This design comes from an exercise in tuning for small area and a short achievable clock period on the open sky130 flow, not from production work. The RTL was checked by simulation tests, not by an equivalence proof against the original design. Power and IR drop assume default switching activity.

// top
module top(
    output [15:0] led,
    input  [15:0] sw,
    output [6:0]  seg,
    input  btnC, btnU, btnL, btnR, btnD,
    output [3:0]  an,
    input  clk,
    input  rst
    );
==> flow/config.mk <==
export PLATFORM = sky130hd
export DESIGN_NAME = top
export DESIGN_NICKNAME = top
export VERILOG_FILES = /design/flow/design.v
export SDC_FILE = /design/flow/constraint.sdc
export NUM_CORES = 4
export LEC_CHECK = 0
export CAP_MARGIN = 20
export CORE_MARGIN = 2
export CORE_UTILIZATION = 70
export PLACE_DENSITY = 0.8
export SLEW_MARGIN = 20
==> flow/constraint.sdc <==
create_clock -name core_clock -period 32.0 [get_ports {clk}]
set_input_delay 6.4000 -clock core_clock [delete_from_list [all_inputs] [get_ports {clk}]]
set_output_delay 6.4000 -clock core_clock [all_outputs]
set_load 0.01 [all_outputs]
run.sh (not shown) runs the stock make flow with config.mk's settings and CLKGATE_MAP_FILE= SYNTH_SCRIPT=/design/flow/synth_recipe.tcl, a recipe that flattens the netlist after the stock synthesis.
Rerun with:
==> flow/flow/run.sh (new file) <==
#!/bin/bash
# The standard layout (standard synthesis included), with two changes to
# how it is made; the clock period and constraints are the design's own:
#  - the port buffers are sky130_fd_sc_hd__buf_1 instead of the delay buffer
#    buffer_ports picks by default (every port still gets its own buffer);
#  - the timing repair is asked to leave extra setup slack, so it sizes and
#    buffers the critical paths instead of stopping at the 32 ns target.
set -euo pipefail
bash standard.sh "BUFFER_PORTS_ARGS=-buffer_cell sky130_fd_sc_hd__buf_1" \
    SETUP_SLACK_MARGIN=19 finish > standard_flow.log 2>&1
==> flow/standard.sh (new file) <==
#!/bin/bash
# synth_recipe.tcl (not shown) runs the flow's synth.tcl, then flattens the netlist and writes it again
# the make line also repeats each setting of config.mk as NAME=value (left out here)
make -C /OpenROAD-flow-scripts/flow DESIGN_CONFIG=/design/flow/config.mk WORK_HOME=/design/flow/orfs CLKGATE_MAP_FILE= SYNTH_SCRIPT=/design/flow/synth_recipe.tcl "${@:-finish}"
Settings changed: CORE_UTILIZATION 70 to 40, PLACE_DENSITY 0.8 to unset.
removed: flow/run.sh
The new run ran to the end with no violations.
Via count is lower by a few percent.
Routed wire length is higher slightly.
Worst setup slack is better by 1100 ps.
Non-clock buffer count is higher by 1.
Die area is higher by well over a third.
Power is about the same.
Clock skew is higher by 3.4 ps.
Rerun with:
==> flow/flow/run.sh (replaced) <==
#!/bin/bash
set -euo pipefail
bash standard.sh SETUP_SLACK_MARGIN=19 finish > standard_flow.log 2>&1
Outcome: The new run ran to the end with no violations. Cell count grows slightly. Die area stays the same. Hold slack loses 9.3 ps. First-iteration DRC count shrinks by roughly a tenth. Power grows by a little under a tenth. Synthesized area does not change. Utilization grows by 3.0 points.
Rerun with:
==> flow/run.sh (new file) <==
#!/bin/bash
# synth_recipe.tcl (not shown) runs the flow's synth.tcl, then flattens the netlist and writes it again
# the make line also repeats each setting of config.mk as NAME=value (left out here)
make -C /OpenROAD-flow-scripts/flow DESIGN_CONFIG=/design/flow/config.mk WORK_HOME=/design/flow/orfs CLKGATE_MAP_FILE= SYNTH_SCRIPT=/design/flow/synth_recipe.tcl finish
removed: flow/flow/run.sh
removed: flow/standard.sh
Effect: The new run completed with no timing, DRC or antenna violations. Wire length went down slightly. Sequential cell count is unchanged. Final area went down by a few percent.


== ember ==
Another version of the RTL of top (not shown whole).
Size in the first run: about 880 cells after synthesis, roughly 41 flip-flops, ~50 I/O pins, about 6000 sq um of cells after synthesis.
clock: 32.0 ns
lec_check: 0
abc_area: 1
cap_margin: 20
core_margin: 2
core_utilization: 40
cts_buf_list: sky130_fd_sc_hd__clkbuf_8
slew_margin: 20
standard.sh (not shown) runs the stock make flow with config.mk's settings and CLKGATE_MAP_FILE= SYNTH_SCRIPT=/design/flow/synth_recipe.tcl, a recipe that flattens the netlist after the stock synthesis.
==> flow/flow/run.sh <==
#!/bin/bash
# The standard layout (standard synthesis included), with two changes to
# how it is made; the clock period and constraints are the design's own:
#  - the port buffers are sky130_fd_sc_hd__buf_1 instead of the delay buffer
#    buffer_ports picks by default (every port still gets its own buffer);
#  - the timing repair is asked to leave extra setup slack, so it sizes and
#    buffers the critical paths instead of stopping at the 32 ns target.
set -euo pipefail
bash standard.sh "BUFFER_PORTS_ARGS=-buffer_cell sky130_fd_sc_hd__buf_1" \
    SETUP_SLACK_MARGIN=20 finish > standard_flow.log 2>&1
ember finished every step from synthesis to the final layout, and the layout passed the timing, DRC and antenna checks.
--- input diff ember..fjord ---
- CTS_BUF_LIST: sky130_fd_sc_hd__clkbuf_8 -> unset
### Flow results
- Worst voltage drop across the vdd grid grows by more than 10% when moving from ember to fjord.
- Summary of fjord over ember: number of max-slew violations in the final report held steady; post-layout minimum cycle time now sits higher.
- fjord ends up with a detailed-route wire length that is 0.57% lower than in ember.
- Looking at combinational group share of total power, fjord sits 3.3 points lower than ember does.
- Summary: with ember as the reference, cell area in fjord moved up slightly.
Here is what was changed in the inputs of pepper compared with fjord.
- a deleted ABC_AREA that had been 1
diff --git a/flow/flow/run.sh b/flow/flow/run.sh
--- a/flow/flow/run.sh
+++ b/flow/flow/run.sh
@@ -9,2 +9,2 @@
 bash standard.sh "BUFFER_PORTS_ARGS=-buffer_cell sky130_fd_sc_hd__buf_1" \
-    SETUP_SLACK_MARGIN=20 finish > standard_flow.log 2>&1
+    SETUP_SLACK_MARGIN=19 finish > standard_flow.log 2>&1
[summary]
Comparing pepper and fjord, the lower switching part of the total power was measured on pepper.
Measured against each other, pepper and fjord differ in wire length, the lower figure coming from fjord.
[pepper] ratio of final minimum period to clock period rose 3.2 points relative to fjord
Measured against each other, pepper and fjord differ in combinational power share, the higher figure coming from fjord.
In pepper, the count of multi-input gates came out 91 below the value in fjord.
Comparing pepper and fjord, the lower worst path buffer plus inverter count was measured on pepper.
Of pepper and fjord, the lower cell area reported after detailed placement belongs to pepper.

re-timing with driven ports:
In the flow no input, the clock included, has a driving cell. The finished layouts below were timed again as built, in two steps.
Step 1 (the two cells are an assumption about what drives the block):
set clk [get_ports {clk}]
set_driving_cell -lib_cell sky130_fd_sc_hd__clkbuf_16 $clk
set_driving_cell -lib_cell sky130_fd_sc_hd__buf_2 [delete_from_list [all_inputs] $clk]
Step 2 also shifts input and output timing later by t, the mid clock arrival at the registers, as if the neighbouring blocks saw the same clock.
Slacks: no drivers / after step 1 / after step 2; pairs: no drivers / after step 1.
run | shift t [ns] | setup slack, ns | worst hold slack (ns) | worst setup path after step 2
the first run of note 1 | 0.331 | 18.372 / 18.352 / 18.052 | 0.460 / 0.460 / 0.460 | input to register
the second run of note 1 | 0.307 | 19.424 / 19.393 / 19.136 | 0.467 / 0.467 / 0.467 | input to register
the third run of note 1 | 0.314 | 19.220 / 19.189 / 19.062 | 0.457 / 0.457 / 0.457 | input to register
the fourth run of note 1 | 0.314 | 18.405 / 18.374 / 18.298 | 0.457 / 0.457 / 0.457 | input to register
ember | 0.334 | 20.508 / 20.488 / 20.183 | 0.425 / 0.425 / 0.425 | input to register
fjord | 0.320 | 20.480 / 20.493 / 20.173 | 0.425 / 0.425 / 0.425 | input to register
pepper | 0.313 | 19.462 / 19.465 / 19.152 | 0.453 / 0.453 / 0.453 | input to register
After both steps setup and hold are still met in every run listed. The setup slack of ember, which loses most, moves by -0.020 ns with the drivers and by -0.325 ns with both steps.
